Source: an optimization exercise on an open RTL-to-GDS flow (aim: small area, a short achievable clock period and few clock cycles per item). Production flows keep margins and buffers that such runs may drop. Function was not checked in any run shown here: the RTL went through the layout flow alone. Power figures rest on the tool's default switching activity, not on a simulated workload.

==> flow/design.v (outline; a module is shown in full before it is edited, if it fits) <==
// module DSP_CONV1D: 499 lines
// module conv_mul_s1: 528 lines
// module conv_mul_s2: 623 lines
// module conv_cpa: 68 lines
// module conv_booth_enc: 50 lines
module DSP_CONV1D #(
    parameter AXI_DATA_WIDTH = 32,
    parameter AXI_ADDR_WIDTH = 5,  
    parameter DSP_DATA_WIDTH = 32,
    parameter MAX_CONV_LEN = 256,
    parameter MAX_KERNEL_LEN = 32
)(
    input  s_axi_clk,
    input  s_axi_resetn,  
    input  [AXI_ADDR_WIDTH-1:0] s_axi_awaddr,
    input  s_axi_awvalid,
    output reg s_axi_awready,
    input  [AXI_DATA_WIDTH-1:0] s_axi_wdata,
    input  [AXI_DATA_WIDTH/8-1:0] s_axi_wstrb,
    input  s_axi_wvalid,
    output reg s_axi_wready,
    output reg  s_axi_bvalid,
    input  s_axi_bready,
    output reg [1:0] s_axi_bresp,
    input  [AXI_ADDR_WIDTH-1:0] s_axi_araddr,
    input  s_axi_arvalid,
    output reg s_axi_arready,
    output reg [AXI_DATA_WIDTH-1:0] s_axi_rdata,
    output reg [1:0] s_axi_rresp,
    output reg s_axi_rvalid,
    input  s_axi_rready,
    output interrupt_o,
    output reg [DSP_DATA_WIDTH-1:0] dsp_mem_addr_o,
    input  [DSP_DATA_WIDTH-1:0] dsp_mem_rdata_i,
    output reg dsp_mem_req_o,
    input  dsp_mem_ack_i,
    output reg dsp_mem_we_o,
    output reg [DSP_DATA_WIDTH-1:0] dsp_mem_wdata_o
);
  // ...
==> flow/flow/run.sh <==
#!/bin/bash
set -euo pipefail
bash standard.sh SETUP_SLACK_MARGIN=5.8 "BUFFER_PORTS_ARGS=-buffer_cell sky130_fd_sc_hd__buf_4" finish > standard_finish.log 2>&1
==> flow/standard.sh <==
#!/bin/bash
# synth_recipe.tcl (not shown) runs the flow's synth.tcl, then flattens the netlist and writes it again
# the make line also repeats each setting of config.mk as NAME=value (left out here)
make -C /OpenROAD-flow-scripts/flow DESIGN_CONFIG=/design/flow/config.mk WORK_HOME=/design/flow/orfs CLKGATE_MAP_FILE= SYNTH_SCRIPT=/design/flow/synth_recipe.tcl "${@:-finish}"
==> flow/config.mk <==
export PLATFORM = sky130hd
export DESIGN_NAME = DSP_CONV1D
export DESIGN_NICKNAME = DSP_CONV1D
export VERILOG_FILES = /design/flow/design.v
export SDC_FILE = /design/flow/constraint.sdc
export NUM_CORES = 8
export LEC_CHECK = 0
export ABC_CLOCK_PERIOD_IN_PS = 3000
export CAP_MARGIN = 20
export CORE_MARGIN = 2
export CORE_UTILIZATION = 40
export SLEW_MARGIN = 20
==> flow/constraint.sdc <==
create_clock -name core_clock -period 9.0 [get_ports {s_axi_clk}]
set_input_delay 1.8000 -clock core_clock [delete_from_list [all_inputs] [get_ports {s_axi_clk}]]
set_output_delay 1.8000 -clock core_clock [all_outputs]
set_load 0.01 [all_outputs]
==> results.txt, run 1 <==
Initial DRC Count - 4591
Peak supply drop - 0.340 mV
Power per Cell Area - 292 nW/um^2
Vias per inst - 5.39
Sequential power - 10.6 mW
Ant. Diodes - 5
Fmax - 300 MHz
Worst setup SP type - register
Layout area overhead - 15.0%
Status - no timing/DRC/antenna violations
Final-layout non-clock buffer area share - 3.68%
Fin nets - 7123
Top Metal Used - met5
Largest net degree at the start of global routing - 159
Largest Register - rows_q
Reg2reg end - ring[6][28]
Comb_multi_in - 3752
RSZ-0062 raised after global routing - true
Die area - 205000 um^2
Port Buffer Count - 185
CP Buf/Inv Count - 0
Sequential fraction of the synthesis area - 54.0%
Setup TNS - 0 ns
Number of non-clock buffers - 370
Routing usage on met2 - 30.5%
Critical path class - reg -> reg
Clk Latency, worst-skew pair - 0.84 ns
Die height - 452 um
Flops & latches, synth - 1637
Synth Flop Type - edfxtp_1
==> module DSP_CONV1D, before the edit <==
module DSP_CONV1D #(
    parameter AXI_DATA_WIDTH = 32,
    parameter AXI_ADDR_WIDTH = 5,  
    parameter DSP_DATA_WIDTH = 32,
    parameter MAX_CONV_LEN = 256,
    parameter MAX_KERNEL_LEN = 32
)(
    input  s_axi_clk,
    input  s_axi_resetn,  
    input  [AXI_ADDR_WIDTH-1:0] s_axi_awaddr,
    input  s_axi_awvalid,
    output reg s_axi_awready,
    input  [AXI_DATA_WIDTH-1:0] s_axi_wdata,
    input  [AXI_DATA_WIDTH/8-1:0] s_axi_wstrb,
    input  s_axi_wvalid,
    output reg s_axi_wready,
    output reg  s_axi_bvalid,
    input  s_axi_bready,
    output reg [1:0] s_axi_bresp,
    input  [AXI_ADDR_WIDTH-1:0] s_axi_araddr,
    input  s_axi_arvalid,
    output reg s_axi_arready,
    output reg [AXI_DATA_WIDTH-1:0] s_axi_rdata,
    output reg [1:0] s_axi_rresp,
    output reg s_axi_rvalid,
    input  s_axi_rready,
    output interrupt_o,
    output reg [DSP_DATA_WIDTH-1:0] dsp_mem_addr_o,
    input  [DSP_DATA_WIDTH-1:0] dsp_mem_rdata_i,
    output reg dsp_mem_req_o,
    input  dsp_mem_ack_i,
    output reg dsp_mem_we_o,
    output reg [DSP_DATA_WIDTH-1:0] dsp_mem_wdata_o
);
    localparam P   = 8;    
    localparam R   = 6;    
    localparam CSR = 3;    
    localparam FD  = 3;    
    localparam WQD = 2;    
    localparam CTRL_REG_ADDR          = 5'h00;
    localparam STATUS_REG_ADDR        = 5'h04;
    localparam DATA_IN_ADDR_REG_ADDR  = 5'h08;
    localparam KERNEL_ADDR_REG_ADDR   = 5'h0C;
    localparam DATA_OUT_ADDR_REG_ADDR = 5'h10;
    localparam DATA_LEN_REG_ADDR      = 5'h14;
    localparam KERNEL_LEN_REG_ADDR    = 5'h18;
    reg interrupt_enable_r;
    reg busy_r;
    reg done_r;
    reg error_r;
    reg [31:0] data_in_addr_r;
    reg [31:0] kernel_addr_r;
    reg [31:0] data_out_addr_r;
    reg [31:0] data_len_r;
    reg [31:0] kernel_len_r;
    reg irq_q;       
    assign interrupt_o = irq_q;
    wire axi_write_fire_w = s_axi_awvalid && s_axi_awready && s_axi_wvalid && s_axi_wready;
    wire axi_read_fire_w  = s_axi_arvalid && s_axi_arready;
    wire start_cmd_w = axi_write_fire_w && (s_axi_awaddr == CTRL_REG_ADDR) && s_axi_wdata[0] && !busy_r;
    wire status_read_w = axi_read_fire_w && (s_axi_araddr == STATUS_REG_ADDR);
    always @(posedge s_axi_clk or negedge s_axi_resetn) begin
        if (!s_axi_resetn) begin
            s_axi_awready <= 1'b0;
            s_axi_wready  <= 1'b0;
        end else begin
            if (axi_write_fire_w) begin
                s_axi_awready <= 1'b0;
                s_axi_wready  <= 1'b0;
            end else if (!s_axi_bvalid || s_axi_bready) begin
                s_axi_awready <= 1'b1;
                s_axi_wready  <= 1'b1;
            end
        end
    end
    always @(posedge s_axi_clk or negedge s_axi_resetn) begin
        if (!s_axi_resetn) begin
            interrupt_enable_r <= 1'b0;
            data_in_addr_r     <= 32'b0;
            kernel_addr_r      <= 32'b0;
            data_out_addr_r    <= 32'b0;
            data_len_r         <= 32'b0;
            kernel_len_r       <= 32'b0;
            s_axi_bvalid       <= 1'b0;
            s_axi_bresp        <= 2'b00;
        end else begin
            if (axi_write_fire_w) begin
                s_axi_bvalid <= 1'b1;
                s_axi_bresp  <= 2'b00;
                case (s_axi_awaddr)
                    CTRL_REG_ADDR:          interrupt_enable_r <= s_axi_wdata[1];
                    DATA_IN_ADDR_REG_ADDR:  data_in_addr_r  <= s_axi_wdata;
                    KERNEL_ADDR_REG_ADDR:   kernel_addr_r   <= s_axi_wdata;
                    DATA_OUT_ADDR_REG_ADDR: data_out_addr_r <= s_axi_wdata;
                    DATA_LEN_REG_ADDR:      data_len_r      <= s_axi_wdata;
                    KERNEL_LEN_REG_ADDR:    kernel_len_r    <= s_axi_wdata;
                    default: begin
                    end
                endcase
            end else if (s_axi_bready && s_axi_bvalid) begin
                s_axi_bvalid <= 1'b0;
            end
        end
    end
    always @(posedge s_axi_clk or negedge s_axi_resetn) begin
        if (!s_axi_resetn) begin
            s_axi_arready <= 1'b0;
        end else begin
            if (axi_read_fire_w) begin
                s_axi_arready <= 1'b0;
            end else if (!s_axi_rvalid || s_axi_rready) begin
                s_axi_arready <= 1'b1;
            end
        end
    end
    always @(posedge s_axi_clk or negedge s_axi_resetn) begin
        if (!s_axi_resetn) begin
            s_axi_rvalid <= 1'b0;
            s_axi_rresp  <= 2'b00;
            s_axi_rdata  <= 32'b0;
        end else begin
            if (axi_read_fire_w) begin
                s_axi_rvalid <= 1'b1;
                s_axi_rresp  <= 2'b00;
                case (s_axi_araddr)
                    CTRL_REG_ADDR:          s_axi_rdata <= {30'b0, interrupt_enable_r, 1'b0};
                    STATUS_REG_ADDR:        s_axi_rdata <= {29'b0, error_r, done_r, busy_r};
                    DATA_IN_ADDR_REG_ADDR:  s_axi_rdata <= data_in_addr_r;
                    KERNEL_ADDR_REG_ADDR:   s_axi_rdata <= kernel_addr_r;
                    DATA_OUT_ADDR_REG_ADDR: s_axi_rdata <= data_out_addr_r;
                    DATA_LEN_REG_ADDR:      s_axi_rdata <= data_len_r;
                    KERNEL_LEN_REG_ADDR:    s_axi_rdata <= kernel_len_r;
                    default:                s_axi_rdata <= 32'hDEADBEEF;
                endcase
            end else if (s_axi_rready && s_axi_rvalid) begin
                s_axi_rvalid <= 1'b0;
            end
        end
    end
    wire [5:0] kl6_w  = kernel_len_r[5:0];
    wire kz_w   = (kernel_len_r == 32'd0);
    wire kbig_w = (kernel_len_r[31:6] != 26'd0) || (kl6_w > 6'd32);
    wire nhi_w  = (data_len_r[31:9] != 23'd0);
    wire nlt_w  = !nhi_w && (data_len_r[8:0] < {3'b0, kl6_w});
    wire nbig_w = nhi_w || (data_len_r[8:0] >= {3'b100, kl6_w});
    reg        inv_q;        
    reg [7:0]  nm1_q;        
    reg [5:0]  kl_q;         
    reg [8:0]  dlm1_q;       
    reg [7:0]  lasti_q;      
    reg        small_q;      
    reg [4:0]  nsm1_q;       
    always @(posedge s_axi_clk) begin
        inv_q   <= kz_w || kbig_w || nlt_w || nbig_w;
        nm1_q   <= data_len_r[7:0] - {2'b0, kl6_w};
        kl_q    <= kl6_w;
        dlm1_q  <= data_len_r[8:0] - 9'd1;
        nsm1_q  <= (kl6_w - 6'd1) >> 1;
        small_q <= (nm1_q < P - 1);
        lasti_q <= (nm1_q < P - 1) ? 8'd0 : (nm1_q + 8'd1 - P);
    end
    reg errp_q;      
    reg start_q;     
    wire finish_w;
    wire inten_n = (axi_write_fire_w && s_axi_awaddr == CTRL_REG_ADDR) ? s_axi_wdata[1] : interrupt_enable_r;
    reg done_n, error_n;
    always @(*) begin
        done_n = done_r;
        error_n = error_r;
        if (start_cmd_w) begin
            done_n = 1'b0;
            error_n = 1'b0;
        end else if (finish_w || errp_q) begin
            done_n = 1'b1;
            error_n = errp_q;
        end else if (status_read_w) begin
            done_n = 1'b0;
            error_n = 1'b0;
        end
    end
    always @(posedge s_axi_clk or negedge s_axi_resetn) begin
        if (!s_axi_resetn) begin
            busy_r  <= 1'b0;
            done_r  <= 1'b0;
            error_r <= 1'b0;
            irq_q   <= 1'b0;
            errp_q  <= 1'b0;
            start_q <= 1'b0;
        end else begin
            start_q <= start_cmd_w && !inv_q;
            done_r  <= done_n;
            error_r <= error_n;
            irq_q   <= inten_n && (done_n || error_n);
            if (start_cmd_w) begin
                busy_r  <= 1'b1;
                errp_q  <= inv_q;
            end else if (finish_w || errp_q) begin
                busy_r  <= 1'b0;
                errp_q  <= 1'b0;
            end
        end
    end
    localparam FPW = (FD > 1) ? $clog2(FD) : 1;
    reg [31:0]    fifo [0:FD-1];
    reg [FPW:0]   f_cnt, f_res;
    reg [FPW-1:0] f_rp, f_wp;
    reg           f_avail_q, f_roomy_q;
    wire [31:0] f_head = fifo[f_rp];
    wire f_push;
    wire do_rx;    
    wire f_pop;
    wire do_r;
    always @(posedge s_axi_clk) begin
        if (f_push) fifo[f_wp] <= dsp_mem_rdata_i;
    end
    always @(posedge s_axi_clk or negedge s_axi_resetn) begin
        if (!s_axi_resetn) begin
            f_cnt <= 0; f_res <= 0; f_rp <= 0; f_wp <= 0;
            f_avail_q <= 1'b0; f_roomy_q <= 1'b1;
        end else begin
            if (f_push) f_wp <= (f_wp == FD-1) ? 0 : f_wp + 1'b1;
            if (f_pop)  f_rp <= (f_rp == FD-1) ? 0 : f_rp + 1'b1;
            case ({f_push, f_pop})
                2'b10: begin f_cnt <= f_cnt + 1'b1; f_avail_q <= 1'b1; end
                2'b01: begin f_cnt <= f_cnt - 1'b1; f_avail_q <= (f_cnt != 1); end
                default: ;
            endcase
            case ({do_rx, f_pop})
                2'b10: begin f_res <= f_res + 1'b1; f_roomy_q <= (f_res < FD - 1); end
                2'b01: begin f_res <= f_res - 1'b1; f_roomy_q <= 1'b1; end
                default: ;
            endcase
        end
    end
    localparam WPW = (WQD > 1) ? $clog2(WQD) : 1;
    reg [31:0]    wq   [0:WQD-1];
    reg [WPW:0]   wq_cnt;
    reg [WPW-1:0] wq_rp, wq_wp;
    reg           wq_ne_q;       
    reg           wcredit_q;     
    wire          wq_push;
    wire [31:0]   wq_din;
    wire          do_w;
    wire          w0_n;
    reg           v0, f0, w0;    
    reg           v1, f1, w1;
    reg  [WPW+1:0] w_pend;
    always @(posedge s_axi_clk) begin
        if (wq_push) wq[wq_wp] <= wq_din;
    end
    always @(posedge s_axi_clk or negedge s_axi_resetn) begin
        if (!s_axi_resetn) begin
            wq_cnt <= 0; wq_rp <= 0; wq_wp <= 0;
            wq_ne_q <= 1'b0; wcredit_q <= 1'b1; w_pend <= 0;
        end else begin
            if (wq_push) wq_wp <= (wq_wp == WQD-1) ? 0 : wq_wp + 1'b1;
            if (do_w)    wq_rp <= (wq_rp == WQD-1) ? 0 : wq_rp + 1'b1;
            case ({wq_push, do_w})
                2'b10: begin wq_cnt <= wq_cnt + 1'b1; wq_ne_q <= 1'b1; end
                2'b01: begin wq_cnt <= wq_cnt - 1'b1; wq_ne_q <= (wq_cnt != 1); end
                default: ;
            endcase
            case ({w0_n, do_w})
                2'b10: begin w_pend <= w_pend + 1'b1; wcredit_q <= (w_pend < WQD - 1); end
                2'b01: begin w_pend <= w_pend - 1'b1; wcredit_q <= 1'b1; end
                default: ;
            endcase
        end
    end
    reg [31:0] kq0, kq1;
    reg        kq0_v, kq1_v;     
    reg [1:0]  kq_res;           
    wire       kq_pop;
    reg        r_act;      
    reg [1:0]  r_ph;       
    reg [3:0]  r_fill;     
    reg [5:0]  r_kidx;     
    reg [7:0]  r_i;        
    reg [8:0]  rx_idx;     
    wire [7:0] r_inext = (r_i + P >= lasti_q) ? lasti_q : r_i + P;
    wire r_last  = (r_i == lasti_q);
    wire r_grpend = (r_fill == 1);
    wire r_blkend = r_grpend && (r_kidx == {kl_q[5:1] + kl_q[0], 1'b0});
    wire r_kfake = (r_ph == 2'd1) && (r_kidx == kl_q);    
    wire want_r;
    reg  [1:0] cur_dst;    
    assign f_push = dsp_mem_req_o && dsp_mem_ack_i && !dsp_mem_we_o && (cur_dst == 2'd0);
    assign do_rx = do_r && (r_ph == 2'd2);
    always @(posedge s_axi_clk or negedge s_axi_resetn) begin
        if (!s_axi_resetn) begin
            r_act <= 1'b0;
        end else begin
            if (start_q) r_act <= 1'b1;
            else if (do_r && r_ph == 2'd2 && r_blkend && r_last) r_act <= 1'b0;
        end
    end
    always @(posedge s_axi_clk) begin
        if (start_q) begin
            r_ph    <= 2'd0;
            r_kidx  <= 6'd0;
            r_i     <= 8'd0;
            rx_idx  <= 9'd0;
        end else if (do_r || (r_act && r_kfake && kq_res != 2'd2)) begin
            case (r_ph)
                2'd0: begin
                    r_kidx <= r_kidx + 6'd1;
                    r_ph   <= 2'd1;
                end
                2'd1: begin
                    r_kidx <= r_kidx + 6'd1;
                    r_ph   <= 2'd2;
                    r_fill <= (r_kidx == 6'd1) ? P + 1 : 2;
                end
                default: begin
                    if (rx_idx != dlm1_q) rx_idx <= rx_idx + 9'd1;    
                    r_fill <= r_fill - 1'b1;
                    if (r_grpend) r_ph <= 2'd0;
                    if (r_blkend) begin                  
                        r_kidx <= 6'd0;
                        r_i    <= r_inext;
                        rx_idx <= {1'b0, r_inext};
                    end
                end
            endcase
        end
    end
    wire m_free = !dsp_mem_req_o || dsp_mem_ack_i;
    reg  kq_room_q;        
    assign want_r = r_act && ((r_ph == 2'd2) ? (f_roomy_q || f_pop) : (kq_room_q && !r_kfake));
    wire wsel = wq_ne_q && !(r_act && r_ph == 2'd2 && f_roomy_q && f_cnt < 2);
    assign do_w = m_free && wsel;
    assign do_r = m_free && !wsel && want_r;
    reg [8:0]  w_idx;      
    wire [31:0] rbase   = (r_ph != 2'd2) ? kernel_addr_r : data_in_addr_r;
    wire [8:0]  ridx    = (r_ph != 2'd2) ? {3'b0, r_kidx} : rx_idx;
    wire [31:0] raddr_w = rbase + {23'd0, ridx};
    wire [31:0] waddr_w = data_out_addr_r + {23'd0, w_idx};
    wire [31:0] addr_nx = wsel ? waddr_w : raddr_w;
    always @(posedge s_axi_clk or negedge s_axi_resetn) begin
        if (!s_axi_resetn) begin
            dsp_mem_req_o <= 1'b0;
            dsp_mem_we_o  <= 1'b0;
        end else if (m_free) begin
            dsp_mem_req_o <= wq_ne_q || want_r;
            dsp_mem_we_o  <= wsel;
        end
    end
    always @(posedge s_axi_clk) begin
        if (m_free) begin
            dsp_mem_addr_o  <= addr_nx;
            dsp_mem_wdata_o <= wq[wq_rp];
            cur_dst <= (wsel || r_ph == 2'd2) ? 2'd0 : {r_ph[0], !r_ph[0]};
        end
        if (start_q) w_idx <= 9'd0;
        else if (do_w) w_idx <= w_idx + 9'd1;
    end
    wire k_push = dsp_mem_req_o && dsp_mem_ack_i && !dsp_mem_we_o && (cur_dst != 2'd0);
    wire k_fake = r_act && r_kfake && (kq_res != 2'd2);
    wire k_res  = (do_r && r_ph != 2'd2) || k_fake;
    always @(posedge s_axi_clk) begin
        if (k_push && cur_dst == 2'd1) kq0 <= dsp_mem_rdata_i;
        if (k_push && cur_dst == 2'd2) kq1 <= dsp_mem_rdata_i;
        if (k_fake) kq1 <= 32'd0;
    end
    always @(posedge s_axi_clk or negedge s_axi_resetn) begin
        if (!s_axi_resetn) begin
            kq0_v <= 1'b0; kq1_v <= 1'b0; kq_res <= 2'd0; kq_room_q <= 1'b1;
        end else begin
            if (kq_pop) begin
                kq0_v <= 1'b0; kq1_v <= 1'b0;
            end else begin
                if (k_push && cur_dst == 2'd1) kq0_v <= 1'b1;
                if ((k_push && cur_dst == 2'd2) || k_fake) kq1_v <= 1'b1;
            end
            if (kq_pop) begin
                kq_res <= 2'd0; kq_room_q <= 1'b1;
            end else if (k_res) begin
                kq_res <= kq_res + 2'd1; kq_room_q <= (kq_res == 2'd0);
            end
        end
    end
    reg st_prime, st_run, st_flush, st_drain;
    reg [4:0]  c_step;
    reg [2:0]  c_slot;
    reg [7:0]  c_i;
    reg        c_first;    
    reg        t0, tl, s0, sl, sl2;    
    reg [31:0] a_q;                
    reg [2:0]  skip_q;             
    reg [47:0] ksa_q, ksb_q;       
    reg [31:0] dl [0:P-2];         
    wire [47:0] ksa_w, ksb_w;
    conv_booth_enc u_enca (.k(kq0), .sel(ksa_w));
    conv_booth_enc u_encb (.k(kq1), .sel(ksb_w));
    wire kq_full = kq0_v && kq1_v;
    wire need_x = t0 || sl || sl2;
    wire need_k = s0 && !t0;
    wire wr_op  = t0 && !c_first;
    wire iss_run = st_run && (!need_x || f_avail_q) && (!need_k || kq_full) && (!wr_op || wcredit_q);
    wire flush_wr = small_q ? ({5'd0, c_slot} <= nm1_q) : (c_slot >= skip_q);
    wire iss_flush = st_flush && (!flush_wr || wcredit_q);
    wire iss_prime = st_prime && f_avail_q && kq_full;
    assign f_pop = iss_prime || (iss_run && need_x);
    assign kq_pop = iss_prime || (iss_run && need_k);
    assign w0_n = (iss_run && wr_op) || (iss_flush && flush_wr);
    wire [31:0] a_in = need_k ? dl[P-2] : dl[0];
    wire [31:0] b_in = need_x ? f_head : dl[P-3];
    wire drained = !v0 && !v1 && !wq_ne_q && !dsp_mem_req_o;
    assign finish_w = st_drain && drained;
    integer di;
    always @(posedge s_axi_clk) begin
        if (kq_pop) begin
            ksa_q <= ksa_w;
            ksb_q <= ksb_w;
        end
        if (iss_run) begin
            a_q <= a_in;
        end
        if (iss_run || iss_prime) begin
            for (di = P-2; di > 0; di = di - 1) dl[di] <= dl[di-1];
            dl[0] <= b_in;
        end
    end
    always @(posedge s_axi_clk or negedge s_axi_resetn) begin
        if (!s_axi_resetn) begin
            st_prime <= 1'b0; st_run <= 1'b0; st_flush <= 1'b0; st_drain <= 1'b0;
            c_step <= 5'd0; c_slot <= 3'd0; c_i <= 8'd0; skip_q <= 3'd0; c_first <= 1'b0;
            t0 <= 1'b0; tl <= 1'b0; s0 <= 1'b0; sl <= 1'b0; sl2 <= 1'b0;
            v0 <= 1'b0; f0 <= 1'b0; w0 <= 1'b0;
            v1 <= 1'b0; f1 <= 1'b0; w1 <= 1'b0;
        end else begin
            v1 <= v0; f1 <= f0; w1 <= w0;
            v0 <= iss_run || iss_flush;
            f0 <= iss_run && t0;
            w0 <= w0_n;
            if (start_q) begin
                st_prime <= 1'b1;
                c_i <= 8'd0;
                skip_q <= 3'd0;
                c_first <= 1'b1;
                c_step <= 5'd0; c_slot <= 3'd0;
                t0 <= 1'b1; tl <= (nsm1_q == 5'd0); s0 <= 1'b1; sl <= 1'b0; sl2 <= 1'b0;
            end
            if (iss_prime) begin
                st_prime <= 1'b0;
                st_run <= 1'b1;
            end
            if (iss_run || iss_flush) begin
                c_slot <= sl ? 3'd0 : c_slot + 3'd1;
                s0 <= sl;
                sl <= sl2;
                sl2 <= (c_slot == P-3);
            end
            if (iss_run && sl) begin
                c_step <= c_step + 5'd1;
                t0 <= 1'b0;
                tl <= (c_step + 5'd1 == nsm1_q);
                if (tl) begin                        
                    c_step <= 5'd0;
                    t0 <= 1'b1;
                    tl <= (nsm1_q == 5'd0);
                    c_first <= 1'b0;
                    c_i <= (c_i + P >= lasti_q) ? lasti_q : c_i + P;
                    if (c_i != lasti_q) skip_q <= c_i + P - lasti_q;
                    st_run <= 1'b0;
                    if (c_i == lasti_q) st_flush <= 1'b1;
                    else st_prime <= 1'b1;
                end
            end
            if (iss_flush && sl) begin
                st_flush <= 1'b0;
                st_drain <= 1'b1;
            end
            if (finish_w) st_drain <= 1'b0;
        end
    end
    wire [R*32-1:0] rows_a, rows_b;
    reg  [2*R*32-1:0] rows_q;
    conv_mul_s1 u_s1a (.x(a_q), .sel(ksa_q), .rows(rows_a));
    conv_mul_s1 u_s1b (.x(dl[0]), .sel(ksb_q), .rows(rows_b));
    always @(posedge s_axi_clk) rows_q <= {rows_b, rows_a};
    reg  [31:0] ring [0:P-2];
    reg  [CSR*32-1:0] rcs;
    wire [31:0] acc_in = f1 ? 32'd0 : ring[0];
    wire [CSR*32-1:0] q_w;
    wire [31:0] rcs_sum;
    conv_mul_s2 u_s2 (.rows(rows_q), .acc(acc_in), .q(q_w));
    conv_cpa u_cpa (.q(rcs), .sum(rcs_sum));
    integer ri;
    always @(posedge s_axi_clk) begin
        if (v1) begin
            for (ri = 0; ri < P-2; ri = ri + 1) ring[ri] <= ring[ri+1];
            ring[P-2] <= rcs_sum;
            rcs <= q_w;
        end
    end
    assign wq_push = v1 && w1;
    assign wq_din  = ring[0];
endmodule
==> run 2: changes to the inputs <==
--- a/flow/design.v
+++ b/flow/design.v
@@ -38,3 +38,3 @@
     localparam FD  = 3;    
-    localparam WQD = 2;    
+    localparam WQD = 6;    
     localparam CTRL_REG_ADDR          = 5'h00;
@@ -277,8 +277,13 @@
     reg [5:0]  r_kidx;     
+    reg [4:0]  r_s;        
+    reg [4:0]  r_slast;    
+    reg        r_tfl;      
     reg [7:0]  r_i;        
     reg [8:0]  rx_idx;     
-    wire [7:0] r_inext = (r_i + P >= lasti_q) ? lasti_q : r_i + P;
+    wire [7:0] r_inext = ({1'b0, r_i} + P >= {1'b0, lasti_q}) ? lasti_q : r_i + P;
     wire r_last  = (r_i == lasti_q);
+    wire r_cont  = ({1'b0, r_i} + P <= {1'b0, lasti_q}) && ({1'b0, r_slast} + 6'd1 >= P / 2);
+    wire [4:0] r_s0n = r_slast + 5'd1 - P / 2;
     wire r_grpend = (r_fill == 1);
-    wire r_blkend = r_grpend && (r_kidx == {kl_q[5:1] + kl_q[0], 1'b0});
+    wire r_blkend = r_grpend && (r_s == r_slast);
     wire r_kfake = (r_ph == 2'd1) && (r_kidx == kl_q);    
@@ -300,2 +305,5 @@
             r_kidx  <= 6'd0;
+            r_s     <= 5'd0;
+            r_slast <= nsm1_q;
+            r_tfl   <= 1'b1;
             r_i     <= 8'd0;
@@ -311,3 +319,3 @@
                     r_ph   <= 2'd2;
-                    r_fill <= (r_kidx == 6'd1) ? P + 1 : 2;
+                    r_fill <= r_tfl ? P + 1 : 2;
                 end
@@ -316,7 +324,27 @@
                     r_fill <= r_fill - 1'b1;
-                    if (r_grpend) r_ph <= 2'd0;
-                    if (r_blkend) begin                  
-                        r_kidx <= 6'd0;
-                        r_i    <= r_inext;
-                        rx_idx <= {1'b0, r_inext};
+                    if (r_grpend) begin
+                        r_ph <= 2'd0;
+                        if (r_blkend) begin              
+                            r_i <= r_inext;
+                            if (r_cont) begin
+                                r_s     <= r_s0n;
+                                r_slast <= (r_s0n == 5'd0) ? nsm1_q : r_s0n - 5'd1;
+                                r_tfl   <= 1'b0;
+                                r_kidx  <= {r_s0n, 1'b0};
+                            end else begin
+                                r_s     <= 5'd0;
+                                r_slast <= nsm1_q;
+                                r_tfl   <= 1'b1;
+                                r_kidx  <= 6'd0;
+                                rx_idx  <= {1'b0, r_inext};
+                            end
+                        end else if (r_s == nsm1_q) begin    
+                            r_s    <= 5'd0;
+                            r_tfl  <= 1'b1;
+                            r_kidx <= 6'd0;
+                            rx_idx <= {1'b0, r_i};
+                        end else begin
+                            r_s    <= r_s + 5'd1;
+                            r_tfl  <= 1'b0;
+                        end
                     end
@@ -329,3 +357,4 @@
     assign want_r = r_act && ((r_ph == 2'd2) ? (f_roomy_q || f_pop) : (kq_room_q && !r_kfake));
-    wire wsel = wq_ne_q && !(r_act && r_ph == 2'd2 && f_roomy_q && f_cnt < 2);
+    wire r_poss = r_act && ((r_ph == 2'd2) ? f_roomy_q : (kq_room_q && !r_kfake));
+    wire wsel = wq_ne_q && (!r_poss || wq_cnt >= WQD - 1);
     assign do_w = m_free && wsel;
@@ -383,8 +412,10 @@
     reg [4:0]  c_step;
-    reg [2:0]  c_slot;
+    reg [4:0]  c_slast;    
+    reg [3:0]  c_slot;
     reg [7:0]  c_i;
     reg        c_first;    
-    reg        t0, tl, s0, sl, sl2;    
+    reg        tb, tfl, tl;    
+    reg        s0, sl, sl2;    
     reg [31:0] a_q;                
-    reg [2:0]  skip_q;             
+    reg [3:0]  skip_q;             
     reg [47:0] ksa_q, ksb_q;       
@@ -395,7 +426,11 @@
     wire kq_full = kq0_v && kq1_v;
-    wire need_x = t0 || sl || sl2;
-    wire need_k = s0 && !t0;
-    wire wr_op  = t0 && !c_first;
+    wire need_x = tfl || sl || sl2;
+    wire need_k = s0 && !tfl;
+    wire wr_op  = tb && !c_first;
+    wire [7:0] c_inext = (c_i + P >= lasti_q) ? lasti_q : c_i + P;
+    wire c_cont = (c_i + P <= lasti_q) && (c_slast + 1 >= P / 2);
+    wire [4:0] c_s0n = c_slast + 5'd1 - P / 2;
+    wire [4:0] c_snext = (c_step == nsm1_q) ? 5'd0 : c_step + 5'd1;
     wire iss_run = st_run && (!need_x || f_avail_q) && (!need_k || kq_full) && (!wr_op || wcredit_q);
-    wire flush_wr = small_q ? ({5'd0, c_slot} <= nm1_q) : (c_slot >= skip_q);
+    wire flush_wr = small_q ? ({4'd0, c_slot} <= nm1_q) : (c_slot >= skip_q);
     wire iss_flush = st_flush && (!flush_wr || wcredit_q);
@@ -426,4 +461,4 @@
             st_prime <= 1'b0; st_run <= 1'b0; st_flush <= 1'b0; st_drain <= 1'b0;
-            c_step <= 5'd0; c_slot <= 3'd0; c_i <= 8'd0; skip_q <= 3'd0; c_first <= 1'b0;
-            t0 <= 1'b0; tl <= 1'b0; s0 <= 1'b0; sl <= 1'b0; sl2 <= 1'b0;
+            c_step <= 5'd0; c_slot <= 4'd0; c_i <= 8'd0; skip_q <= 4'd0; c_first <= 1'b0;
+            tb <= 1'b0; tfl <= 1'b0; tl <= 1'b0; s0 <= 1'b0; sl <= 1'b0; sl2 <= 1'b0; c_slast <= 5'd0;
             v0 <= 1'b0; f0 <= 1'b0; w0 <= 1'b0;
@@ -433,3 +468,3 @@
             v0 <= iss_run || iss_flush;
-            f0 <= iss_run && t0;
+            f0 <= iss_run && tb;
             w0 <= w0_n;
@@ -438,6 +473,6 @@
                 c_i <= 8'd0;
-                skip_q <= 3'd0;
+                skip_q <= 4'd0;
                 c_first <= 1'b1;
-                c_step <= 5'd0; c_slot <= 3'd0;
-                t0 <= 1'b1; tl <= (nsm1_q == 5'd0); s0 <= 1'b1; sl <= 1'b0; sl2 <= 1'b0;
+                c_step <= 5'd0; c_slot <= 4'd0; c_slast <= nsm1_q;
+                tb <= 1'b1; tfl <= 1'b1; tl <= (nsm1_q == 5'd0); s0 <= 1'b1; sl <= 1'b0; sl2 <= 1'b0;
             end
@@ -448,3 +483,3 @@
             if (iss_run || iss_flush) begin
-                c_slot <= sl ? 3'd0 : c_slot + 3'd1;
+                c_slot <= sl ? 4'd0 : c_slot + 4'd1;
                 s0 <= sl;
@@ -454,15 +489,33 @@
             if (iss_run && sl) begin
-                c_step <= c_step + 5'd1;
-                t0 <= 1'b0;
-                tl <= (c_step + 5'd1 == nsm1_q);
+                tb <= 1'b0;
                 if (tl) begin                        
-                    c_step <= 5'd0;
-                    t0 <= 1'b1;
-                    tl <= (nsm1_q == 5'd0);
                     c_first <= 1'b0;
-                    c_i <= (c_i + P >= lasti_q) ? lasti_q : c_i + P;
+                    c_i <= c_inext;
                     if (c_i != lasti_q) skip_q <= c_i + P - lasti_q;
-                    st_run <= 1'b0;
-                    if (c_i == lasti_q) st_flush <= 1'b1;
-                    else st_prime <= 1'b1;
+                    if (c_i == lasti_q) begin
+                        st_run <= 1'b0;
+                        st_flush <= 1'b1;
+                    end else if (c_cont) begin        
+                        c_step <= c_s0n;
+                        c_slast <= (c_s0n == 5'd0) ? nsm1_q : c_s0n - 5'd1;
+                        tl <= (c_s0n == 5'd0) ? (nsm1_q == 5'd0) : 1'b0;
+                        tb <= 1'b1;
+                        tfl <= 1'b0;
+                    end else begin                    
+                        c_step <= 5'd0;
+                        c_slast <= nsm1_q;
+                        tl <= (nsm1_q == 5'd0);
+                        tb <= 1'b1;
+                        tfl <= 1'b1;
+                        st_run <= 1'b0;
+                        st_prime <= 1'b1;
+                    end
+                end else begin
+                    c_step <= c_snext;
+                    tl <= (c_snext == c_slast);
+                    tfl <= (c_snext == 5'd0);
+                    if (c_snext == 5'd0) begin       
+                        st_run <= 1'b0;
+                        st_prime <= 1'b1;
+                    end
                 end
@@ -481,9 +534,11 @@
     always @(posedge s_axi_clk) rows_q <= {rows_b, rows_a};
-    reg  [31:0] ring [0:P-2];
-    reg  [CSR*32-1:0] rcs;
+    reg  [31:0] ring [0:P-3];
+    reg  [CSR*32-1:0] rcs;         
+    reg  [63:0] rcs2;              
+    wire [31:0] r3a = rcs[31:0], r3b = rcs[63:32], r3c = rcs[95:64];
+    wire [31:0] r2s = r3a ^ r3b ^ r3c;
+    wire [31:0] r2c = (r3a & r3b) | (r3a & r3c) | (r3b & r3c);
     wire [31:0] acc_in = f1 ? 32'd0 : ring[0];
     wire [CSR*32-1:0] q_w;
-    wire [31:0] rcs_sum;
     conv_mul_s2 u_s2 (.rows(rows_q), .acc(acc_in), .q(q_w));
-    conv_cpa u_cpa (.q(rcs), .sum(rcs_sum));
     integer ri;
@@ -491,4 +546,5 @@
         if (v1) begin
-            for (ri = 0; ri < P-2; ri = ri + 1) ring[ri] <= ring[ri+1];
-            ring[P-2] <= rcs_sum;
+            for (ri = 0; ri < P-3; ri = ri + 1) ring[ri] <= ring[ri+1];
+            ring[P-3] <= rcs2[31:0] + rcs2[63:32];
+            rcs2 <= {r2c[30:0], 1'b0, r2s};
             rcs <= q_w;
==> results.txt, run 2 <==
TritonCTS clock tree - yes
Synth Flop Type - edfxtp_1
GRT overflow - 0
Fmax - 300 MHz (about the same)
Critical path's top delay family - flip-flops
Commonest non-fill, non-tap cell in the layout - edfxtp_1
Status - no timing/DRC/antenna violations
Flops & latches, synth - 1823 (+11%)
Critical Path AT - 1.53 ns
Port Buffer Count - 185 (unchanged)
Most common library cells after synthesis - 1096 x edfxtp_1, 594 x xnor2_1, 564 x a22oi_1
Area leader, netlist - edfxtp_1
WHS - 0.374 ns
Rel. slew slack - 22.6%
Routed Wire Length - 229000 um
Clk pin slew, worst setup/hold paths - 0.06 ns
Number of enable flip-flop cells after synthesis - 1096
Drt first pass iters - 6
Worst min path class - reg -> reg
Highest-count cells in the layout ignoring fill and taps - 1096 x edfxtp_1, 594 x xnor2_1, 564 x a22oi_1
Fin nets - 7642 (+7.3%)
Hold path start - w0
Die area - 224000 um^2 (+9.6%)
Synth Instances - 6751
CP Buf/Inv Count - 1 (+1)
CORE AREA - 220000 um^2
Worst Setup SP - dsp_mem_addr_o[8]
Worst Hold Path Cells - 0
DR vias - 53.5k
CTS root buf - clkbuf_16
CTS Buffer Depth - 3
Sequential fraction of the synthesis area - 55.4% (+1.4 points)
Die W - 474 um
Biggest regs - rows_q (334), dl (224)
Final GP Congestion - 0.899
Hold_buf cts - 0
Flop-to-flop setup slack - 5.80 ns
First-pass GRT wire length - 344000 um
Row count - 172
Top cells by area, synth - edfxtp_1 37%, fa_1 11%, dfxtp_1 10%
Skew final - 0.0421 ns
Clk sinks - 1823
Starting density of the core - 40.2%
Slowest-stage cell, CP - edfxtp_1
Hold Path Sink - w1
DPL Wire Length - 152000 um
Die height - 474 um (+4.7%)
Drt wl/cell - 23.0 um
Synth cell types - 99
Peak supply drop - 0.223 mV (-34%)
RSZ-0062 raised after global routing - true
Final-report hold violation count - 0
Power per Cell Area - 328 nW/um^2 (+12%)
Max FFs per register - 334
Tmin final - 3.33 ns
Async set-reset flop share out of synthesis - 15.5%
Worst Path Max Fanout - 1
Layout area overhead - 14.5%
Critical register-to-register path startpoint - r_ph[0]
Vias in the first global route - 54.8k
GRT Total Usage - 20.2%
Drc violations - 0
ANT nets after route - 0
Vias per inst - 5.39 (-0.12%)
Syn. warnings - 5
Crit path cell chain - buf_6
Worst Tran Pin Value - 1.16 ns
Initial antenna violation count - 6
Worst setup SP type - register
Critical path data required time - 7.20 ns
Max stage delay on crit path - 0.51 ns
Worst reg2reg path depth - 17
Avg Inst Size Synth - 13.1 um^2
Final Cycle Share - 37.0%
Most numerous cell in the Yosys netlist - edfxtp_1
Largest net degree at the start of global routing - 198 (+25%)
Reg2reg end - dsp_mem_addr_o[30]
Leak Pwr - 38.8 nW
Initial DRC Count - 4807 (+4.7%)
Max Slew Vio Count - 0
Crit. End Element - output port
CTS Buf Count - 192
Clk Latency, worst-skew pair - 0.84 ns (about the same)
Critical path class - reg -> out
Setup TNS - 0 ns (unchanged)
Max-cap violations - 0
Share of cells above drive strength 1 - 14.7%
# IOs - 194
Largest Register - rows_q
Number of H-tree levels - 4
Area share of the largest cell type after synthesis - 37.3%
Post-synth design cell area - 88200 um^2
Final setup viols - 0
## run 2: final cells by class
cell class | count | area, um^2
diodes | 3 | 7.51
fillers | 19500 | 119000
well taps | 2871 | 3590
repair buffers | 371 | 3560
multi-input cells | 4066 | 36700
clock buffers | 269 | 5520
flip-flops and latches | 1823 | 48900
clock inverters | 93 | 1070
inverters | 435 | 1630
## run 2: repair_timing
action / in CTS / in global routing
setup endpoints to repair: 544 / 221
pin swaps: 21 / 33
gates cloned: 5 / 2
gates resized for setup: 166 / 87
buffers inserted: 44 / 25
## run 2: worst max-delay path by stage
stage	endpoint	slack, ns	depth (start not counted)
6_report	dsp_mem_addr_o[8]	5.67	1
5_1_grt	dsp_mem_addr_o[6]	5.62	1
4_1_cts	dsp_mem_addr_o[6]	5.60	1
3_5_place_dp	dsp_mem_addr_o[31]	4.19	14
3_3_place_gp	dsp_mem_addr_o[23]	4.25	15
2_1_floorplan	wq[3][0]	4.12	2
## run 2: kinds of logic after synthesis
kind of cell,count (synthesis),synth area share [%]
other,1,0.00425
XOR/XNOR,836,8.30
buffers and inverters,865,3.74
adder cells (fa/ha/maj),667,13.6
multiplexers,338,4.12
AO/OA/AOI/OAI,1230,9.49
flip-flops,1823,55.4
AND/OR/NAND/NOR,991,5.35
## run 2: per-stage QoR
stage          cells  area [um^2]  total power [mW]  worst slack, ns  utilization (%)
3_5_place_dp    9489        92600              24.8             4.19             42.2
2_1_floorplan   6754        88300              20.5             4.12                -
3_3_place_gp    9488        92600              24.4             4.25             42.2
6_report        9931       101000              33.1             5.67             46.0
4_1_cts         9900       100000              33.4             5.60             45.7
5_1_grt         9930       101000              35.5             5.62             46.0
## run 2: report_power, final
part           switching, mW  internal (mW)
combinational           6.68           5.43
sequential              1.25           11.6
clock                   3.39           4.77
## run 2: per-layer routing
metal / wire length [um] / GRT usage [%] / vias to the layer above / part of all wire [%]
met5: 16 / 0 / - / 0.0070
met4: 8190 / 7.85 / 2 / 3.6
met3: 14500 / 3.25 / 395 / 6.3
met2: 106000 / 31.8 / 1842 / 46
met1: 100000 / 28.0 / 27200 / 44
li1: - / - / 24000 / -
==> run 3: changes to the inputs <==
==> flow/flow/run.sh (replaced) <==
#!/bin/bash
set -euo pipefail
bash standard.sh SETUP_SLACK_MARGIN=6.2 "BUFFER_PORTS_ARGS=-buffer_cell sky130_fd_sc_hd__buf_4" finish > standard_finish.log 2>&1
==> results.txt, run 3 <==
Fin nets - 7879 (+3.1%)
Power per Cell Area - 323 nW/um^2 (-1.4%)
Crit path cell chain - buf_6
Design area - 105000 um^2 (+3.7%)
Synth Flop Type - edfxtp_1
Max stage delay on crit path - 0.51 ns (about the same)
RSZ-0062 raised after global routing - true
Initial DRC Count - 5084 (+5.8%)
Most common library cells after synthesis - 1096 x edfxtp_1, 594 x xnor2_1, 564 x a22oi_1
Critical path depth - 1 (unchanged)
Reg2reg end - dsp_mem_addr_o[24]
Flops & latches, synth - 1823 (unchanged)
Hold_buf cts - 0 (unchanged)
Vias in the first global route - 56.1k (+2.3%)
CTS Buffer Depth - 3 (unchanged)
Final WS setup - 5.67 ns (-0.000800 ns)
Critical Path AT - 1.53 ns (about the same)
Rel. slew slack - 22.6% (about the same)
Pre-CTS setup slack - 4.19 ns (unchanged)
Number of H-tree levels - 4 (unchanged)
Port Buffer Count - 185 (unchanged)
Slowest-stage cell, CP - edfxtp_1
Crit path to - dsp_mem_addr_o[6]
Final GP Congestion - 0.899 (unchanged)
Final setup viols - 0 (unchanged)
GRT Total Usage - 20.9% (+0.67 points)
Skew final - 0.0398 ns (-0.00231 ns)
CP Buf/Inv Count - 1 (unchanged)
DPL Wire Length - 152000 um (unchanged)
ANT nets after route - 0 (unchanged)
Routed Wire Length - 239000 um (+4.7%)
Drt wl/cell - 23.5 um (+2.2%)
Area post-placement - 92600 um^2 (unchanged)
Drt first pass iters - 8 (+2)
Clk Latency, worst-skew pair - 0.85 ns (about the same)
Row count - 172 (unchanged)
Max-cap violations - 0 (unchanged)
Clk sinks - 1823 (unchanged)
Vias per inst - 5.42 (+0.65%)
Critical path class - reg -> out
CORE AREA - 220000 um^2 (unchanged)
Share of cells above drive strength 1 - 19.5% (+4.8 points)
Drc violations - 0 (unchanged)
Layout fillers - 19.2k (-1.7%)
CTS root buf - clkbuf_16
Final Cycle Share - 37.0% (about the same)
Post-synth design cell area - 88200 um^2 (unchanged)
Clk pin slew, worst setup/hold paths - 0.06 ns (about the same)
Max FFs per register - 334 (unchanged)
Status - no timing/DRC/antenna violations
Number of enable flip-flop cells after synthesis - 1096 (unchanged)
Final-report hold violation count - 0 (unchanged)
CTS Buf Count - 192 (unchanged)
Die area - 224000 um^2 (unchanged)
FF+latch area - 48900 um^2 (about the same)
Most numerous cell in the Yosys netlist - edfxtp_1
Crit. End Element - output port
Synth Instances - 6751 (unchanged)
First-pass GRT wire length - 354000 um (+2.9%)
Setup TNS - 0 ns (unchanged)
Syn. warnings - 5 (unchanged)
Peak supply drop - 0.220 mV (-1.0%)
Commonest non-fill, non-tap cell in the layout - edfxtp_1
Synth cell types - 99 (unchanged)
Critical path data required time - 7.20 ns (about the same)
Flop-to-flop setup slack - 5.86 ns (+0.06 ns)
Die height - 474 um (unchanged)
Critical register-to-register path startpoint - r_ph[1]
Worst reg2reg path depth - 16 (-1)
Tmin final - 3.33 ns (+0.000800 ns)
TritonCTS clock tree - yes
Layout area overhead - 18.7%
Avg Inst Size Synth - 13.1 um^2 (unchanged)
Top cells by area, synth - edfxtp_1 37%, fa_1 11%, dfxtp_1 10%
Worst Tran Pin Value - 1.15 ns (-0.0109 ns)
GRT overflow - 0 (unchanged)
Area leader, netlist - edfxtp_1
Area share of the largest cell type after synthesis - 37.3% (unchanged)
Highest-count cells in the layout ignoring fill and taps - 1096 x edfxtp_1, 588 x xnor2_1, 548 x a22oi_1
Largest Register - rows_q
# IOs - 194 (unchanged)
Sequential fraction of the synthesis area - 55.4% (unchanged)
WHS - 0.383 ns (+0.00900 ns)
Worst Path Max Fanout - 1 (unchanged)
Max Slew Vio Count - 0 (unchanged)
Async set-reset flop share out of synthesis - 15.5% (unchanged)
DR vias - 55.1k (+3.0%)
Area of the multi-input gates - 37800 um^2 (+2.9%)
Die W - 474 um (unchanged)
Starting density of the core - 40.2% (unchanged)
Worst Setup SP - dsp_mem_addr_o[6]
Initial antenna violation count - 6 (unchanged)
Worst setup SP type - register
Worst min path class - reg -> reg
Largest net degree at the start of global routing - 198 (unchanged)
Fmax - 300 MHz (about the same)
Biggest regs - rows_q (334), dl (224)
Critical path's top delay family - flip-flops
Leak Pwr - 40.6 nW (+4.6%)
-- run 3: cell counts after synthesis --
No cell type changed its count.
-- run 3: kinds of logic (layout without fill, tap and decap cells) --
family                   Yosys count  after routing  synth area share, %
adder cells (fa/ha/maj)          667            667                 13.6
flip-flops                      1823           1823                 55.4
XOR/XNOR                         836            836                 8.30
buffers and inverters            865           1401                 3.74
AND/OR/NAND/NOR                  991            995                 5.35
other                              1              6              0.00425
AO/OA/AOI/OAI                   1230           1230                 9.49
multiplexers                     338            338                 4.12
-- run 3: report_power, final --
group	total, mW	internal (mW)	switching [mW]
Sequential	12.8	11.6	1.16
Combinational	12.9	5.84	7.08
Clock	8.17	4.77	3.40
-- run 3: through the flow --
stage          instances  util [%]  power (mW)
2_1_floorplan       6754         -        20.5
3_3_place_gp        9488      42.2        24.4
3_5_place_dp        9489      42.2        24.8
4_1_cts            10000      46.8        33.8
5_1_grt            10200      47.7        36.2
6_report           10200      47.7        33.9
-- run 3: layer usage --
layer	wire length (um)	track usage, %	up-vias
met5	16	0	-
met1	104000	28.9	28200
met4	8660	7.96	2
met2	111000	32.9	2033
met3	16200	3.42	420
li1	-	-	24500
-- run 3: timing repair --
item,4_1_cts,5_1_grt
pin swaps,79,129
setup buffers,179,111
cloned,14,9
resized for setup,362,240
setup endpoints to repair,907,438
-- run 3: final cells by class --
| cell class | instances | share of cell area [%] |
|---|---|---|
| multi-input cells | 4070 | 36.1 |
| clock buffers | 269 | 5.27 |
| repair buffers | 604 | 5.87 |
| inverters | 435 | 1.57 |
| flip-flops and latches | 1823 | 46.7 |
| clock inverters | 93 | 1.02 |
| well taps | 2871 | 3.43 |
| diodes | 2 | 0.00478 |
-- run 3: worst min-delay path by stage --
stage	depth (start not counted)	end	slack, ns	start
4_1_cts	0	w1	0.38	w0
5_1_grt	0	w1	0.39	w0
3_3_place_gp	0	f1	0.34	f0
3_5_place_dp	0	f1	0.37	f0
6_report	0	w1	0.38	w0
2_1_floorplan	0	f1	0.33	f0
==> run 4: changes to the inputs <==
--- a/flow/design.v
+++ b/flow/design.v
@@ -362,5 +362,5 @@
     reg [8:0]  w_idx;      
-    wire [31:0] rbase   = (r_ph != 2'd2) ? kernel_addr_r : data_in_addr_r;
-    wire [8:0]  ridx    = (r_ph != 2'd2) ? {3'b0, r_kidx} : rx_idx;
-    wire [31:0] raddr_w = rbase + {23'd0, ridx};
+    wire [31:0] kaddr_w = kernel_addr_r + {26'd0, r_kidx};
+    wire [31:0] xaddr_w = data_in_addr_r + {23'd0, rx_idx};
+    wire [31:0] raddr_w = (r_ph != 2'd2) ? kaddr_w : xaddr_w;
     wire [31:0] waddr_w = data_out_addr_r + {23'd0, w_idx};
==> flow/flow/run.sh (replaced) <==
#!/bin/bash
set -euo pipefail
bash standard.sh SETUP_SLACK_MARGIN=5.8 "BUFFER_PORTS_ARGS=-buffer_cell sky130_fd_sc_hd__buf_4" finish > standard_finish.log 2>&1
==> results.txt, run 4 <==
Max FFs per register - 334 (unchanged)
CTS root buf - clkbuf_16
Die W - 475 um (+0.26%)
Critical register-to-register path startpoint - wq_cnt[1]
Avg Inst Size Synth - 13.1 um^2 (+0.28%)
Share of cells above drive strength 1 - 14.5% (-5.0 points)
Sequential fraction of the synthesis area - 55.1% (-0.29 points)
Rel. slew slack - 24.3% (+1.7 points)
# IOs - 194 (unchanged)
Vias per inst - 5.38 (-0.82%)
Most common library cells after synthesis - 1096 x edfxtp_1, 601 x xnor2_1, 530 x a22oi_1
Crit. End Element - output port
Worst Path Max Fanout - 1 (unchanged)
Slowest-stage cell, CP - edfxtp_1
Synth Flop Type - edfxtp_1
Port Buffer Count - 185 (unchanged)
Final-report hold violation count - 0 (unchanged)
Reg2reg end - w_pend[4]
Critical path class - reg -> out
Largest Register - rows_q
Worst Tran Pin Value - 1.14 ns (-0.0146 ns)
Worst reg2reg path depth - 15 (-1)
DR vias - 53.9k (-2.2%)
Synth cell types - 94 (-5.1%)
Critical path's top delay family - flip-flops
CTS Buffer Depth - 3 (unchanged)
Die area - 225000 um^2 (+0.52%)
Layout area overhead - 14.2%
Drt first pass iters - 6 (-2)
DPL Wire Length - 156000 um (+3.0%)
Initial antenna violation count - 11 (+5)
Power per Cell Area - 322 nW/um^2 (-0.34%)
Async set-reset flop share out of synthesis - 15.5% (unchanged)
Routed Wire Length - 232000 um (-3.1%)
Clk sinks - 1823 (unchanged)
Number of H-tree levels - 4 (unchanged)
Commonest non-fill, non-tap cell in the layout - edfxtp_1
Worst min path class - reg -> reg
Crit path cell chain - buf_6
Critical path depth - 1 (unchanged)
GRT Total Usage - 20.5% (-0.35 points)
First-pass GRT wire length - 349000 um (-1.4%)
Peak supply drop - 0.278 mV (+26%)
Starting density of the core - 40.3% (+0.13 points)
Hold path start - dl[3][27]
Final Cycle Share - 37.7% (+0.64 points)
Final setup viols - 0 (unchanged)
Flop-to-flop setup slack - 5.76 ns (-0.10 ns)
Highest-count cells in the layout ignoring fill and taps - 1096 x edfxtp_1, 601 x xnor2_1, 530 x a22oi_1
Row count - 172 (unchanged)
Syn. warnings - 5 (unchanged)
Hold_buf cts - 0 (unchanged)
Status - no timing/DRC/antenna violations
Fmax - 295 MHz (-1.7%)
CTS Buf Count - 190 (-1.0%)
Initial DRC Count - 5052 (-0.63%)
GRT overflow - 0 (unchanged)
Worst setup SP type - register
Area leader, netlist - edfxtp_1
Largest net degree at the start of global routing - 154 (-22%)
CORE AREA - 220000 um^2 (+0.20%)
Tmin final - 3.39 ns (+0.0574 ns)
Drt wl/cell - 23.1 um (-1.8%)
Drc violations - 0 (unchanged)
Area share of the largest cell type after synthesis - 37.1% (-0.19 points)
Synth Instances - 6767 (+0.24%)
Most numerous cell in the Yosys netlist - edfxtp_1
Layout Utilization - 46.0% (-1.7 points)
Fin nets - 7667 (-2.7%)
Crit path to - dsp_mem_addr_o[0]
Post-synth design cell area - 88700 um^2 (+0.52%)
Clk pin slew, worst setup/hold paths - 0.06 ns (about the same)
Max Slew Vio Count - 0 (unchanged)
Vias in the first global route - 55.1k (-1.8%)
Max stage delay on crit path - 0.54 ns (+0.03 ns)
Flops & latches, synth - 1823 (unchanged)
Biggest regs - rows_q (334), dl (224)
Final GP Congestion - 0.875 (-2.6%)
Critical Path AT - 1.59 ns (+0.06 ns)
Max-cap violations - 0 (unchanged)
Clk Latency, worst-skew pair - 0.87 ns (+0.02 ns)
Leak Pwr - 38.7 nW (-4.7%)
Die height - 475 um (+0.26%)
Skew final - 0.0931 ns (+0.0532 ns)
Top cells by area, synth - edfxtp_1 37%, fa_1 11%, dfxtp_1 10%
TritonCTS clock tree - yes
Critical path data required time - 7.20 ns (about the same)
RSZ-0062 raised after global routing - true
ANT nets after route - 0 (unchanged)
CP Buf/Inv Count - 1 (unchanged)
Number of enable flip-flop cells after synthesis - 1096 (unchanged)
Setup TNS - 0 ns (unchanged)
Worst Setup SP - dsp_mem_addr_o[0]
==> run 4: changes by cell type after synthesis, sizes merged, moves of 19 or more <==
| cell | previous run | this run |
|---|---|---|
| a22o | 39 | 5 |
| mux4 | 0 | 32 |
| mux2i | 140 | 92 |
| o21ai | 226 | 190 |
| a22oi | 564 | 530 |
| and3 | 15 | 37 |
| nand3 | 84 | 65 |
| a21oi | 215 | 251 |
| nor2 | 283 | 255 |
==> run 4: power by group <==
group	leakage [nW]	internal, mW	switching (mW)	total, mW
sequential	17.3	11.6	1.29	12.8
combinational	18.2	5.26	6.52	11.8
clock	3.14	4.57	3.44	8.01
==> run 4: timing repair <==
action | 4_1_cts | 5_1_grt
gates resized for setup | 135 | 62
endpoints found under the setup margin | 499 | 333
pin swaps | 9 | 24
cloned | 3 | 0
setup buffers | 21 | 48
==> run 4: cell type report <==
type                            count  area [um^2]
Fill cell                       19700       119000
Sequential cell                  1823        48900
Multi-Input combinational cell   4069        37000
Clock buffer                      259         5320
Tap cell                         2958         3700
Timing Repair Buffer              370         3390
Inverter                          453         1700
Clock inverter                     94         1170
Antenna cell                        1         2.50
==> run 4: worst min-delay path by stage <==
stage,cells after the start,endpoint
6_report,0,dl[4][27]
4_1_cts,0,dl[4][27]
2_1_floorplan,0,f1
5_1_grt,0,dl[4][27]
3_3_place_gp,0,ring[2][25]
3_5_place_dp,0,dl[4][19]
==> run 4: cells by family (layout without fill, tap and decap cells) <==
logic type	after synthesis	after routing	share of synthesized area, %
AO/OA/AOI/OAI	1222	1223	9.32
XOR/XNOR	852	852	8.42
adder cells (fa/ha/maj)	674	674	13.6
buffers and inverters	880	1176	3.79
flip-flops	1823	1823	55.1
multiplexers	318	318	4.32
other	1	5	0.00423
AND/OR/NAND/NOR	997	998	5.41
==> run 4: layer usage <==
layer,vias to the layer above,GRT usage (%),part of all wire [%]
met5,-,0,0.032
met4,10,7.97,3.9
met3,399,3.40,6.3
met2,1840,31.9,45
met1,27500,28.7,44
li1,24200,-,-
==> run 4: metrics by stage <==
| step | power [mW] | cells | hold slack (ns) | instance area, um^2 | worst slack [ns] |
|---|---|---|---|---|---|
| finish | 32.6 | 10000 | 0.355 | 101000 | 5.61 |
| global route | 35.0 | 10000 | 0.370 | 101000 | 5.56 |
| CTS | 33.0 | 9977 | 0.356 | 101000 | 5.55 |
| detailed placement | 24.7 | 9600 | 0.405 | 93400 | 5.05 |
| global placement | 24.4 | 9597 | 0.400 | 93300 | 5.09 |
| floorplan | 20.5 | 6770 | 0.331 | 89000 | 3.73 |
==> run 5: changes to the inputs <==
--- a/flow/design.v
+++ b/flow/design.v
@@ -361,3 +361,2 @@
     assign do_r = m_free && !wsel && want_r;
-    reg [8:0]  w_idx;      
     wire [31:0] kaddr_w = kernel_addr_r + {26'd0, r_kidx};
@@ -365,4 +364,4 @@
     wire [31:0] raddr_w = (r_ph != 2'd2) ? kaddr_w : xaddr_w;
-    wire [31:0] waddr_w = data_out_addr_r + {23'd0, w_idx};
-    wire [31:0] addr_nx = wsel ? waddr_w : raddr_w;
+    reg  [31:0] waddr_q;    
+    wire [31:0] addr_nx = wsel ? waddr_q : raddr_w;
     always @(posedge s_axi_clk or negedge s_axi_resetn) begin
@@ -382,4 +381,4 @@
         end
-        if (start_q) w_idx <= 9'd0;
-        else if (do_w) w_idx <= w_idx + 9'd1;
+        if (start_q) waddr_q <= data_out_addr_r;
+        else if (do_w) waddr_q <= waddr_q + 32'd1;
     end
==> results.txt, run 5 <==
Status - no timing/DRC/antenna violations
Top cells by area, synth - edfxtp_1 38%, fa_1 11%, dfxtp_1 9.7%
Most common library cells after synthesis - 1128 x edfxtp_1, 591 x xnor2_1, 568 x a22oi_1
Die area - 227000 um^2 (+0.78%)
CTS root buf - clkbuf_16
Pre-CTS setup slack - 4.84 ns (-0.214 ns)
Vias in the first global route - 56.3k (+2.3%)
Hold path start - w0
Initial antenna violation count - 6 (-5)
Setup TNS - 0 ns (unchanged)
Layout area overhead - 14.0%
Biggest regs - rows_q (334), dl (224)
CORE AREA - 222000 um^2 (+0.97%)
Starting density of the core - 40.2% (-0.077 points)
Flops & latches, synth - 1846 (+1.3%)
Cell mode on critical path - a21o_1
Rel. slew slack - 22.6% (-1.7 points)
Power per Cell Area - 178 nW/um^2 (-45%)
Drt first pass iters - 7 (+1)
GRT overflow - 0 (unchanged)
Async set-reset flop share out of synthesis - 15.3% (-0.19 points)
CP Buf/Inv Count - 1 (unchanged)
Sequential fraction of the synthesis area - 55.6% (+0.45 points)
Routed Wire Length - 237000 um (+2.1%)
Syn. warnings - 5 (unchanged)
Leak Pwr - 37.8 nW (-2.2%)
CTS Buf Count - 193 (+1.6%)
Wire length on met1 - 104000 um (+0.95%)
Crit path cell chain - inv_2 > ha_4 > nand2b_4 > a21o_1 > a21o_1 > a211oi_4 > o31ai_2 > or3_1 > o21a_1 > ha_4 > fa_2 > a21o_1 > a21oi_2 > xor2_1 > nor2_1 > xor2_1
Critical register-to-register path startpoint - c_slot[0]
Initial DRC Count - 5434 (+7.6%)
GRT Total Usage - 20.6% (+0.10 points)
Clk pin slew, worst setup/hold paths - 0.06 ns (about the same)
Drc violations - 0 (unchanged)
Commonest non-fill, non-tap cell in the layout - edfxtp_1
Number of H-tree levels - 4 (unchanged)
DR vias - 55.5k (+2.9%)
Max FFs per register - 334 (unchanged)
Synth cell types - 85 (-9.6%)
Max Slew Vio Count - 0 (unchanged)
Worst Path Max Fanout - 4 (+3)
Worst setup SP type - register
Fin nets - 7830 (+2.1%)
Largest Register - rows_q
Met2 wire len - 108000 um (+2.0%)
Slowest-stage cell, CP - dfrtp_1
Die height - 477 um (+0.39%)
Worst min path class - reg -> reg
DPL Wire Length - 158000 um (+1.1%)
Number of enable flip-flop cells after synthesis - 1128 (+2.9%)
Critical path's top delay family - compound AO/OA/AOI/OAI gates
ANT nets after route - 0 (unchanged)
Critical path class - reg -> reg
Layout fillers - 19.9k (+1.2%)
Most numerous cell in the Yosys netlist - edfxtp_1
Fmax - 297 MHz (+0.77%)
Area share of the largest cell type after synthesis - 37.9% (+0.79 points)
Final WS setup - 5.64 ns (+0.0260 ns)
Port Buffer Count - 185 (unchanged)
Final-report hold violation count - 0 (unchanged)
Final setup viols - 0 (unchanged)
Met3 wire length - 15500 um (+6.8%)
Max-cap violations - 0 (unchanged)
Critical path data required time - 9.71 ns (+2.51 ns)
Area leader, netlist - edfxtp_1
Clk Latency, worst-skew pair - 0.86 ns (about the same)
Die W - 477 um (+0.39%)
Worst Tran Pin Value - 1.16 ns (+0.0249 ns)
Final GP Congestion - 0.872 (-0.40%)
Critical Path AT - 4.07 ns (+2.48 ns)
Skew final - 0.0721 ns (-0.0210 ns)
Vias per inst - 5.42 (+0.85%)
First-pass GRT wire length - 357000 um (+2.4%)
# IOs - 194 (unchanged)
Peak supply drop - 0.165 mV (-41%)
Highest-count cells in the layout ignoring fill and taps - 1128 x edfxtp_1, 591 x xnor2_1, 566 x a22oi_1
Worst Setup SP - c_slot[0]
Clk sinks - 1846 (+1.3%)
Synth Instances - 6943 (+2.6%)
Largest net degree at the start of global routing - 186 (+21%)
Synth Flop Type - edfxtp_1
Row count - 173 (+0.58%)
Max stage delay on crit path - 0.39 ns (-0.15 ns)
Tmin final - 3.36 ns (-0.0260 ns)
TritonCTS clock tree - yes
Avg Inst Size Synth - 12.9 um^2 (-1.8%)
Crit. End Element - register
WHS - 0.354 ns (-0.00103 ns)
Top Metal Used - met5
Share of cells above drive strength 1 - 13.6% (-0.86 points)
CTS Buffer Depth - 3 (unchanged)
Drt wl/cell - 23.2 um (about the same)
Final Cycle Share - 37.4% (-0.29 points)
Post-synth design cell area - 89400 um^2 (+0.78%)
RSZ-0062 raised after global routing - true
## run 5: cell count changes in the layout (fill, tap and decap cells not counted), sizes merged, moves of 14 or more
cell,change
a21oi,-22
a22o,+35
a22oi,+38
clkinv,+15
edfxtp,+32
mux2,-21
mux4,-32
nand2,+125
nand3,+14
nor3,-19
o21ai,+61
xor2,+14
## run 5: timing repair
action | CTS | global route
buffers inserted | 24 | 43
setup endpoints to repair | 359 | 169
resized for setup | 128 | 67
gates cloned | 3 | 1
hold buffers | 0 | 0
pin swaps | 18 | 19
## run 5: power breakdown
part	internal [mW]	switching, mW
Clock	4.52	3.44
Sequential	9.10	0.256
Combinational	0.382	0.403
Total	14.0	4.10
## run 5: cell families after synthesis
logic type,synth area share (%)
AOI/OAI and AO/OA,9.80
DFF,55.6
adders and majority gates,13.3
and+or+nand+nor,5.93
xor gates and xnor gates,8.39
other,0.00420
muxes,3.21
buffers and inverters,3.74
## run 5: final cells by class
class	count	area, um^2	share of cell area, %
Antenna cell	4	10.0	0.00983
Clock buffer	247	5280	5.18
Clock inverter	119	1070	1.06
Inverter	436	1640	1.61
Multi-Input combinational cell	4225	37000	36.4
Sequential cell	1846	49700	48.8
Tap cell	2975	3720	3.65
Timing Repair Buffer	378	3400	3.33
## run 5: final timing paths
check | to | slack [ns] | depth (start not counted)
setup / recovery | w_pend[4] | 5.64 | 16
hold / removal | w1 | 0.35 | 0
setup reg to reg | w_pend[4] | 5.64 | 16
hold reg to reg | w1 | 0.35 | 0
max in group asynchronous | data_out_addr_r[25] | 6.34 | 2
min in group asynchronous | c_i[3] | 0.97 | 1
## run 5: through the flow
step / instance area (um^2) / total power [mW] / utilization, % / cells
2_1_floorplan: 89600 / 9.86 / - / 6946
3_3_place_gp: 94000 / 10.2 / 42.3 / 9784
3_5_place_dp: 94100 / 10.2 / 42.4 / 9788
4_1_cts: 101000 / 18.3 / 45.6 / 10200
5_1_grt: 102000 / 18.7 / 45.9 / 10200
6_report: 102000 / 18.1 / 45.9 / 10200
## run 5: metal layers
layer	vias up	track usage, %
met1	28100	28.9
met2	2150	32.1
li1	24700	-
met5	-	0
met4	2	8.09
met3	467	3.29

## re-timing with driven ports
How much do the figures lean on ideal ports? The routed layouts below were timed once more, with nothing changed but the port constraints. Step 1 assumes that a clkbuf_16 drives the clock port and a buf_2 every other input. Step 2 times the ports against the registers' clock, not the clock port: input delays grow and output delays shrink by t, the midpoint of the rising clock arrivals with the driver on. Slacks: ideal ports / drivers / drivers and shift; pairs: ideal ports / drivers.
run	shift t [ns]	setup WS [ns]	worst setup path after step 2	latest minus earliest clock arrival (ns)	cell pins on the clock port's net
run 1	0.910	5.667 / 5.618 / 5.013	input to register	0.056 / 0.056	1
run 2	0.911	5.669 / 5.579 / 5.018	input to register	0.043 / 0.043	1
run 3	0.922	5.668 / 5.576 / 5.221	input to register	0.042 / 0.042	1
run 4	0.922	5.611 / 5.518 / 5.069	input to register	0.103 / 0.103	1
run 5	0.914	5.637 / 5.580 / 5.093	input to register	0.072 / 0.073	1
After both steps every run listed still meets setup and hold. The setup slack of run 1, which loses most, moves by -0.049 ns with the drivers and by -0.654 ns with both steps.
